Source: an optimization exercise on an open RTL-to-GDS flow (aim: small area). Production flows keep margins and buffers that such runs may drop.
Only simulation tests tie the RTL to the original design; equivalence was not proved.
Power and IR drop assume default switching activity.

$ cat run.sh
#!/bin/bash
# synth_recipe.tcl (not shown) runs the flow's synth.tcl, then flattens the netlist and writes it again
# the make line also repeats each setting of config.mk as NAME=value (left out here)
make -C /OpenROAD-flow-scripts/flow DESIGN_CONFIG=/design/flow/config.mk WORK_HOME=/design/flow/orfs CLKGATE_MAP_FILE= SYNTH_SCRIPT=/design/flow/synth_recipe.tcl finish
$ cat config.mk
export PLATFORM = sky130hd
export DESIGN_NAME = qos_queue
export DESIGN_NICKNAME = qos_queue
export VERILOG_FILES = /design/flow/design.v
export SDC_FILE = /design/flow/constraint.sdc
export NUM_CORES = 4
export LEC_CHECK = 0
export ABC_AREA = 1
export CAP_MARGIN = 20
export CORE_MARGIN = 2
export CORE_UTILIZATION = 40
export SLEW_MARGIN = 20
$ cat constraint.sdc
create_clock -name core_clock -period 12.0 [get_ports {clk}]
set_input_delay 2.4000 -clock core_clock [delete_from_list [all_inputs] [get_ports {clk}]]
set_output_delay 2.4000 -clock core_clock [all_outputs]
set_load 0.01 [all_outputs]
$ cat design.v
module switch(
	input clk,
	input rst,
	input start,
	input in_0,
	input in_1,
	output reg [3:0] write,
	output reg [3:0] p_out
);
	reg [3:0] pout;
	reg [2:0] count4;
	reg stop;
	reg [3:0] write_n;			 
	reg [3:0] p_out_n;			 
	always @(posedge clk) begin
		p_out_n = p_out;
		write_n[3:0] = 0;
		if (start == 0) begin
			count4 = 3'd0;
			stop = 0;
			p_out_n[3:0] = 4'd0;
		end
		if (stop == 0) begin
			if (in_0==1) begin
				if (count4 != 3'd4) begin
					if(count4 == 0)begin
						pout[0]=0;
					end
					if(count4 == 1)begin
						pout[1]=0;
					end
					if(count4 == 2)begin
						pout[2]=0;
					end
					if(count4 == 3)begin
						pout[3]=0;
						stop = 1;
						p_out_n[3:0] = pout[3:0];
						write_n[p_out_n[3:2]]=1;
					end
					count4 = count4 + 3'd1;
				end
			end
			if (in_1 == 1) begin
				if (count4 != 3'd4) begin
					if(count4 == 0)begin
						pout[0]=1;
					end
					if(count4 == 1)begin
						pout[1]=1;
					end
					if(count4 == 2)begin
						pout[2]=1;
					end
					if(count4 == 3)begin
						pout[3]=1;
						stop = 1;
						p_out_n[3:0] = pout[3:0];
						write_n[p_out_n[3:2]]=1;
					end
					count4 = count4 + 3'd1;
				end
			end
		end
		else begin
			count4 = 3'd4;
		end
		if (rst) begin
			write_n[3:0] = 4'd0;
			p_out_n[3:0] = 4'd0;
			count4 = 3'd0;
			stop = 1;
		end
		write <= write_n;
		p_out <= p_out_n;
	end
endmodule
module buffer(
	input clk,
	input rst,
	input [3:0] p_in,
	input read, 								 
	input write, 								 
	output reg [23:0] memory,
	output reg [2:0] fullness,				 
	output reg [15:0] time_total,			 
	output reg [9:0] input_count,		   
	output reg [7:0] drop_count         
);
	integer i;
	reg [13:0] time_reg[5:0];  			 
	reg [23:0] memory_n;				 
	reg [2:0] fullness_n;				 
	reg [15:0] time_total_n;
	reg [9:0] input_count_n;
	reg [7:0] drop_count_n;
	always @(posedge clk) begin
		memory_n = memory;
		fullness_n = fullness;
		time_total_n = time_total;
		input_count_n = input_count;
		drop_count_n = drop_count;
		if (read == 1) begin                          
			if (fullness_n != 0) begin
				memory_n[4*0+3:4*0] = memory_n[4*1+3:4*1];
				memory_n[4*1+3:4*1] = memory_n[4*2+3:4*2];
				memory_n[4*2+3:4*2] = memory_n[4*3+3:4*3];
				memory_n[4*3+3:4*3] = memory_n[4*4+3:4*4];
				memory_n[4*4+3:4*4] = memory_n[4*5+3:4*5];
			   memory_n[4*5+3:4*5] = 4'd0;                             
				time_reg[0][13:0] = time_reg[1][13:0];                 
				time_reg[1][13:0] = time_reg[2][13:0];               
				time_reg[2][13:0] = time_reg[3][13:0];               
				time_reg[3][13:0] = time_reg[4][13:0];               
				time_reg[4][13:0] = time_reg[5][13:0];               
				time_reg[5][13:0] = 14'd0; 
				fullness_n = fullness_n - 1;
			end
		end
		if (write == 1) begin                            
			input_count_n = input_count_n+1;
			if (fullness_n == 6) begin
				memory_n[4*0+3:4*0] = memory_n[4*1+3:4*1];     
				memory_n[4*1+3:4*1] = memory_n[4*2+3:4*2];
				memory_n[4*2+3:4*2] = memory_n[4*3+3:4*3];
				memory_n[4*3+3:4*3] = memory_n[4*4+3:4*4];
				memory_n[4*4+3:4*4] = memory_n[4*5+3:4*5];
				memory_n[4*5+3:4*5] = p_in[3:0];
				time_reg[0][13:0] = time_reg[1][13:0];                 
				time_reg[1][13:0] = time_reg[2][13:0];               
				time_reg[2][13:0] = time_reg[3][13:0];               
				time_reg[3][13:0] = time_reg[4][13:0];               
				time_reg[4][13:0] = time_reg[5][13:0];               
				time_reg[5][13:0] = 14'd0;                           
				drop_count_n = drop_count_n+1;
			end
			if (fullness_n < 6) begin
				for (i=0;i<4;i=i+1) begin
					memory_n[fullness_n*4+i] = p_in[i];
				end
				fullness_n = fullness_n + 1;
			end
		end
		for (i=0;i<6;i=i+1) begin
			if (i < fullness_n) begin
				time_reg[i] = time_reg[i]+1;
			end
		end
		time_total_n = 16'd0;
		for(i=0;i<6;i=i+1) begin
			time_total_n = time_total_n + time_reg[i][13:0];
		end
		if (rst) begin
			memory_n = 24'd0;
			fullness_n = 3'd0;
			time_total_n = 16'd0;
			input_count_n = 10'd0;
			drop_count_n = 8'd0;
			for (i=0;i<6;i=i+1) begin
				time_reg[i][13:0] = 14'd0;
			end
		end
		memory <= memory_n;
		fullness <= fullness_n;
		time_total <= time_total_n;
		input_count <= input_count_n;
		drop_count <= drop_count_n;
	end
endmodule
module decision(
	input  clk,
	input  rst,
	input  read_clk,							 
	input [2:0] fullness_1,  				 
	input [2:0] fullness_2,  				 
	input [2:0] fullness_3,  				 
	input [2:0] fullness_4,  				 
	input [15:0] total_time_1,  			 
	input [15:0] total_time_2,  			 
	input [15:0] total_time_3,  			 
	input [15:0] total_time_4,  			 
	output reg read_1,						 
	output reg read_2,						 
	output reg read_3,						 
	output reg read_4 						 
);
	localparam [7:0] WL_1 = 8'd56;
	localparam [7:0] WL_2 = 8'd40;
	localparam [7:0] WL_3 = 8'd19;
	localparam [7:0] WL_4 = 8'd3;
	localparam [11:0] WR_1 = 12'd15;
	localparam [11:0] WR_2 = 12'd425;
	localparam [11:0] WR_3 = 12'd759;
	localparam [11:0] WR_4 = 12'd1000;
	reg [22:0] pick_fcn_1;
	reg [22:0] pick_fcn_2;
	reg [22:0] pick_fcn_3;
	reg [22:0] pick_fcn_4;
	reg [1:0] i;
	reg [22:0] max;
	reg read_1_n, read_2_n, read_3_n, read_4_n;	 
	always @(posedge clk) begin
		read_1_n = 0;
		read_2_n = 0;
		read_3_n = 0;
		read_4_n = 0;	
		if (read_clk == 1 && !rst) begin
				pick_fcn_1 = (WL_1*total_time_1)+(WR_1*fullness_1*fullness_1);
				pick_fcn_2 = (WL_2*total_time_2)+(WR_2*fullness_2*fullness_2);
				pick_fcn_3 = (WL_3*total_time_3)+(WR_3*fullness_3*fullness_3);
				pick_fcn_4 = (WL_4*total_time_4)+(WR_4*fullness_4*fullness_4);
				i	=	0;
				max = pick_fcn_1;
				if(max<pick_fcn_2) begin
					max	=	pick_fcn_2;
					i	=	1;
				end
				if (max<pick_fcn_3) begin
					max	=	pick_fcn_3;
					i	=	2;
				end
				if (max<pick_fcn_4) begin
					max	=	pick_fcn_4;
					i	=	3;
				end
				case(i)
					2'b00 : read_1_n = 1;
					2'b01 : read_2_n = 1;
					2'b10 : read_3_n = 1;
					2'b11 : read_4_n = 1;
				endcase
			end
		read_1 <= read_1_n;
		read_2 <= read_2_n;
		read_3 <= read_3_n;
		read_4 <= read_4_n;
	end
	endmodule
module qos_queue(
	input clk,
	input rst,                  
	input start,                
	input in_0,                 
	input in_1,                 
	input read_tick,            
	output [3:0]  p_in,         
	output [3:0]  read,         
	output [11:0] fullness,     
	output [95:0] memory,       
	output [31:0] drop_count,   
	output [39:0] input_count   
);
	wire [3:0] write;
	wire [15:0] total_times[3:0];
	switch switch1(clk, rst, start, in_0, in_1, write, p_in);
	genvar b;
	generate
		for (b = 0; b < 4; b = b + 1) begin : g_buf
			buffer buffer_i(clk, rst, p_in, read[b], write[b],
				memory[24*b +: 24], fullness[3*b +: 3], total_times[b],
				input_count[10*b +: 10], drop_count[8*b +: 8]);
		end
	endgenerate
	decision decision1(clk, rst, read_tick, fullness[2:0], fullness[5:3], fullness[8:6], fullness[11:9],
		total_times[0], total_times[1], total_times[2], total_times[3], read[0], read[1], read[2], read[3]);
endmodule
==> notes.md <==
per-stage QoR:
step | total power [mW] | util [%] | area [sq um]
3_3_place_gp | 5.00 | 42.6 | 59200
6_report | 7.54 | 44.6 | 62000
5_1_grt | 8.12 | 44.6 | 62000
4_1_cts | 7.63 | 44.6 | 62000
3_5_place_dp | 5.03 | 42.6 | 59200
2_1_floorplan | 4.22 | - | 55800
synth_stat cells, types with 15 or more instances:
cell and count:
inv_1 1368, nand2_1 1291, nor2_1 852, o21ai_0 739, dfxtp_1 596, ha_1 499, a21oi_1 397, xor2_1 308
fa_1 261, nand3_1 215, mux2i_1 182, clkbuf_1 143, nor3_1 143, or2_2 138, xnor2_1 106, nand4_1 93
buf_2 76, a221oi_1 41, o21bai_1 41, a31oi_1 30, buf_1 22, o22ai_1 22, nor4_1 21, a211oi_1 20
o31ai_1 20, o21ai_1 19, and2_1 17, o211ai_1 16, inv_2 15, o21a_1 15
logic make-up after synthesis:
kind of cell | count (synthesis) | share of synthesized area, %
multiplexers | 183 | 3.29
adder cells (fa/ha/maj) | 760 | 20.6
XOR/XNOR | 419 | 6.65
AO/OA/AOI/OAI | 1436 | 14.3
other | 1 | 0.00673
flip-flops | 599 | 21.6
AND/OR/NAND/NOR | 2872 | 22.2
buffers and inverters | 1648 | 11.4
area by class of cell:
type	instances	area share, %
repair buffers	233	3.61
flip-flops and latches	599	19.4
clock buffers	109	3.60
inverters	1390	8.44
multi-input cells	5672	60.3
clock inverters	32	0.844
well taps	1876	3.79
metal layers:
metal  global-route usage [%]  part of all wire, %
met4                     5.88                  2.2
met3                     3.66                  6.0
met2                     36.4                   45
met5                        0                0.025
met1                     30.2                   47
critical path: cells and delay by family, from the launching register on:
family / cells / cell delay (ns)
fa+ha+maj: 8 / 2.95
simple gates: 21 / 2.75
compound gates: 12 / 2.74
buf+inv: 5 / 0.72
flops: 1 / 0.67
xor+xnor: 1 / 0.24
report_power, final:
part,internal [mW],switching (mW)
sequential,2.09,0.0813
clock,1.54,1.01
combinational,0.942,1.88
total,4.57,2.97
path summary, 6_finish.rpt:
path	startpoint	to	slack [ns]	depth (start not counted)
setup / recovery	g_buf[1].buffer_i.fullness[0]	decision1.read_3	1.78	47
hold / removal	g_buf[2].buffer_i.drop_count[7]	g_buf[2].buffer_i.drop_count[7]	0.45	1
setup reg to reg	g_buf[1].buffer_i.fullness[0]	decision1.read_3	1.78	47
hold reg to reg	g_buf[2].buffer_i.drop_count[7]	g_buf[2].buffer_i.drop_count[7]	0.45	1
==> impl_metrics.tcl <==
set metrics [dict create \
    antennaDiodeCount 0 \
    cp_slowest_stage_delay_ns 0.67 \
    ir_drop_v 0.000166 \
    fillerInstances 14300 \
    grt-ovfl-total 0 \
    period_share_pct 85.2 \
    drt_wl_total_mm 160 \
    tritoncts "done" \
    core_area_sq_um 139000 \
    row_count 137 \
    fmaxAchievable_mhz 97.8 \
    syn_inst 7918 \
    area_growth_pct 11.2 \
    status "finished clean" \
    viasPerCell 5.06 \
    hold_class "flip-flop to flip-flop" \
    maxCapViolations 0 \
    worst_slack_ns 1.78 \
    numPortBuffers 193 \
    drt-wirelength-per-cell_um 16.1 \
    cts_resized 0 \
    netlist_area_sq_um 55800 \
    clk_latency_ns 0.71 \
    rsz0062_at_grt "false" \
    finalSetupTns_ns 0 \
    grt_pass1_wl_mm 256 \
    layout_common_cells "1365 x inv_1, 1289 x nand2_1, 852 x nor2_1" \
    ys_warn_count 5 \
    hold_viol 0 \
    slew_headroom_pct 28.4 \
    largest_reg_flops 336 \
    num_io_pins 194 \
    cp.required_ns 12.54 \
    dpl.cell_count 9770 \
    initial_core_util_pct 40.1 \
    end_kind "flip-flop" \
    post_cts_buffers 0 \
    synth_seq_cells 599 \
    die_w_um 377 \
    layout.cells.non_filler 9911 \
    drtPass1Iterations 6 \
    drv_slew 0 \
    synth_area_leaders "dfxtp_1 21%, ha_1 11%, fa_1 9.4%" \
    finClkSkew_ns 0.0429 \
    drtIter0Drc 3332 \
    worst_hold_slack_ns 0.453 \
    fp.dieH_um 377 \
    path_class "flip-flop to flip-flop" \
    multi_input_area_sq_um 37400 \
    nets 8740 \
    root_buffer "clkbuf_16" \
    cts-buffers-inserted 78 \
    post_synth_num_cell_types 72 \
    hpwl_mm 122 \
    cp_max_fo 42 \
    ff_latch_area_sq_um 12000 \
    clkSinkCount 599 \
    antenna_found_initial 11 \
    drive_above_1_share_pct 5.29 \
    ys_seq_area_share_pct 21.6 \
    track_usage_pct 22.2 \
    power_density_nw_per_um2 122 \
    via_count 50100 \
    cts.hold.buffers_added 0 \
    ctsHtreeMaxLevel 3 \
    pre_cts_ws_ns 1.42 \
    gp_congestion 0.915 \
    synth-edff-count 3 \
    clkTransAtPathRegs_ns 0.06 \
    clock_path_buffers 3 \
    synth_top_area_cell "dfxtp_1" \
    cpMaxStageDelayCell "dfxtp_1" \
    synth_top_area_share_pct 21.4 \
    p_leak_nw 30.9 \
    grt_pass1_vias 48400 \
    cp_data_arrival_time_ns 10.76 \
    drtAntennaViolNets 0 \
    synth_area_per_cell_sq_um 7.04 \
    grt_max_degree 88 \
    final_common_cell "inv_1" \
    async_flop_share_pct 0 \
    finalSetupViolCount 0 \
    post-route-min-period_ns 10.22 \
    setup.worst_path.start_class "flip-flop" \
    drc 0 \
    ys.flop_type "dfxtp_1" \
    worst_pin_slew_ns 1.07 \
    dieArea_sq_um 142000 \
]

==> static timing again, ports no longer ideal <==
No port has a modelled driver above. Below, the same layout with a new extraction and two added sets of constraints.
Step 1 assumes that a clkbuf_16 drives the clock port and a buf_2 every other input.
Step 2 adds t to the input delays and takes it off the output delays; t is the mean of the earliest and latest rising clock arrival at the registers after step 1. Input paths then give back, and output paths get back, about the clock's delay inside the block.
a / b / c = ideal ports / drivers / drivers and shift; a / b = the first two.
t, ns: 0.766
setup WS [ns]: 1.777 / 1.777 / 1.777
hold slack, ns: 0.453 / 0.453 / 0.453
clock arrival spread, ns: 0.042 / 0.043
After both steps setup and hold are still met in this run. The setup slack of this run moves by 0.000 ns with the drivers and by 0.000 ns with both steps.
